Source: an optimization exercise on an open RTL-to-GDS flow (aim: small area, a short achievable clock period and few clock cycles). Production flows keep margins and buffers that such runs may drop.
In this exercise RTL edits were held to simulation tests only and were not proved equivalent to the original.
Power is estimated from default activity; no workload was simulated.

old:
==> flow/design.v (excerpt) <==
module riscv_pipeline #(
    parameter DATA_WIDTH = 32,
    parameter ADDR_WIDTH = 32
) (
    input  logic                        clk,
    input  logic                        rst_n,
    output logic [ADDR_WIDTH-1:0]       imem_addr,
    input  logic [DATA_WIDTH-1:0]       imem_rdata,
    output logic [ADDR_WIDTH-1:0]       dmem_addr,
    output logic [DATA_WIDTH-1:0]       dmem_wdata,
    output logic                        dmem_we,
    output logic                        dmem_re,
    input  logic [DATA_WIDTH-1:0]       dmem_rdata,
    output logic                        wb_valid,
    output logic [4:0]                  wb_rd,
    output logic [DATA_WIDTH-1:0]       wb_data
);
==> flow/config.mk <==
export PLATFORM = sky130hd
export DESIGN_NAME = riscv_pipeline
export DESIGN_NICKNAME = riscv_pipeline
export VERILOG_FILES = /design/flow/design.v
export SDC_FILE = /design/flow/constraint.sdc
export NUM_CORES = 8
export LEC_CHECK = 0
export CAP_MARGIN = 20
export CORE_MARGIN = 2
export CORE_UTILIZATION = 50
export PLACE_DENSITY = 0.65
export SLEW_MARGIN = 20
==> flow/constraint.sdc <==
create_clock -name core_clock -period 12.0 [get_ports {clk}]
set_input_delay 2.4000 -clock core_clock [delete_from_list [all_inputs] [get_ports {clk}]]
set_output_delay 2.4000 -clock core_clock [all_outputs]
set_load 0.01 [all_outputs]
standard.sh (not shown) runs the stock make flow with config.mk's settings and CLKGATE_MAP_FILE= SYNTH_SCRIPT=/design/flow/synth_recipe.tcl, a recipe that flattens the netlist after the stock synthesis.
==> flow/flow/run.sh <==
#!/bin/bash
set -euo pipefail
ARGS=()
while IFS= read -r line; do
  [[ -z "$line" || "$line" == \#* ]] && continue
  ARGS+=("$line")
done < flow/knobs.txt
bash standard.sh "${ARGS[@]}" finish > standard_flow.log 2>&1
==> flow/flow/knobs.txt <==
SETUP_SLACK_MARGIN=7.8
CTS_ARGS=-sink_clustering_enable -repair_clock_nets -dont_use_dummy_load -buf_list {sky130_fd_sc_hd__clkbuf_4 sky130_fd_sc_hd__clkbuf_8}
BUFFER_PORTS_ARGS=-buffer_cell sky130_fd_sc_hd__buf_2
Testbench counts of old, summed over its fixed seeds: cycles 33,074.
### old -> new
-- flow/config.mk --
<<< old, line 10
export CORE_UTILIZATION = 50
export PLACE_DENSITY = 0.65
>>> new, line 10
export CORE_UTILIZATION = 55
export PLACE_DENSITY = 0.68
[summary]
new closes out successfully: all stages finished, all timing, DRC and antenna checks passed. old: done, clean on timing, DRC and antenna. The x dimension of the die in new was lower than what old gave. As far as cell count after synthesis goes, new and old are indistinguishable; the numbers are identical. Summary of new over old: met2 wirelength from detailed routing saw a decrease; placement-stage cell area saw little to no change. The run with more setup slack is new; old has less.

* * *

Starting RTL as in the previous note.
export LEC_CHECK = 0
export CAP_MARGIN = 20
export CORE_MARGIN = 2
export CORE_UTILIZATION = 50
export PLACE_DENSITY = 0.65
export SLEW_MARGIN = 20
create_clock -name core_clock -period 12.0 [get_ports {clk}]
==> flow/flow/knobs.txt <==
SETUP_SLACK_MARGIN=7.8
CTS_BUF_LIST=sky130_fd_sc_hd__clkbuf_4 sky130_fd_sc_hd__clkbuf_8
BUFFER_PORTS_ARGS=-buffer_cell sky130_fd_sc_hd__buf_2
Scripts as last shown in full above: flow/flow/run.sh
The first run completed with no timing, DRC or antenna violations.
Testbench counts at the start, summed over its fixed seeds: cycles 33,074.
Rerun with:
--- a/flow/flow/run.sh
+++ b/flow/flow/run.sh
@@ -6 +6 @@
-  ARGS+=("$line")
+  ARGS+=("${line//@FLOW@/$PWD/flow}")
==> flow/flow/knobs.txt (replaced) <==
SETUP_SLACK_MARGIN=7.6
CTS_ARGS=-sink_clustering_enable -repair_clock_nets -dont_use_dummy_load -buf_list {sky130_fd_sc_hd__clkbuf_4 sky130_fd_sc_hd__clkbuf_8}
BUFFER_PORTS_ARGS=-buffer_cell sky130_fd_sc_hd__buf_2
LAYER_PARASITICS_FILE=@FLOW@/setRC_pess.tcl
==> flow/flow/setRC_pess.tcl (new file) <==
# The platform's layer RC (platforms/sky130hd/setRC.tcl) with the wire
# resistance and capacitance raised by 30%, for the placement and repair
# estimates only: the estimates from placement and global routing fall short
# of the parasitics extracted from the routed layout, so the repairs aim a
# little past them.
set_layer_rc -layer li1 -capacitance [expr 1.3 * 1.499e-04] -resistance [expr 1.3 * 7.176e-02]
set_layer_rc -layer met1 -capacitance [expr 1.3 * 1.72375E-04] -resistance [expr 1.3 * 8.929e-04]
set_layer_rc -layer met2 -capacitance [expr 1.3 * 1.36233E-04] -resistance [expr 1.3 * 8.929e-04]
set_layer_rc -layer met3 -capacitance [expr 1.3 * 2.14962E-04] -resistance [expr 1.3 * 1.567e-04]
set_layer_rc -layer met4 -capacitance [expr 1.3 * 1.48128E-04] -resistance [expr 1.3 * 1.567e-04]
set_layer_rc -layer met5 -capacitance [expr 1.3 * 1.54087E-04] -resistance [expr 1.3 * 1.781e-05]

set_layer_rc -via mcon -resistance 9.249146E-3
set_layer_rc -via via -resistance 4.5E-3
set_layer_rc -via via2 -resistance 3.368786E-3
set_layer_rc -via via3 -resistance 0.376635E-3
set_layer_rc -via via4 -resistance 0.00580E-3

set_wire_rc -signal -layer met1
set_wire_rc -clock -layer met3
The new run completed with no timing, DRC or antenna violations.
Sequential share of layout area goes up by 0.33 points.
Power goes down by 4.6%.
Cell area goes down by 0.73%.

[static timing again, ports no longer ideal]
No port has a modelled driver above. Below, the same layouts with a new extraction and two added sets of constraints.
Step 1: set_driving_cell puts a clkbuf_16 on clk and a buf_2 on each other input, an assumption about the parent block.
Step 2 adds t to the input delays and takes it off the output delays; t is the mean of the earliest and latest rising clock arrival at the registers after step 1. Input paths then give back, and output paths get back, about the clock's delay inside the block.
Three values: ideal, step 1, step 2; two values: the first two.
| run | shift t [ns] | setup slack, ns | worst hold slack (ns) | worst setup path after step 2 | worst register clock-pin slew, ns |
|---|---|---|---|---|---|
| old | 1.008 | 7.600 / 7.653 / 6.646 | 0.388 / 0.388 / 0.388 | input to register | 0.07 / 0.07 |
| new | 0.960 | 7.626 / 7.675 / 6.715 | 0.395 / 0.395 / 0.395 | input to register | 0.07 / 0.07 |
| the first run of note 2 | 1.029 | 7.576 / 7.627 / 6.598 | 0.386 / 0.386 / 0.386 | input to register | 0.07 / 0.07 |
| the second run of note 2 | 1.022 | 7.607 / 7.624 / 6.602 | 0.387 / 0.387 / 0.387 | input to register | 0.07 / 0.07 |
After both steps every run listed still meets setup and hold. For the second run of note 2, which loses most, drivers alone change the setup slack by +0.017 ns; drivers and shift together by -1.005 ns.
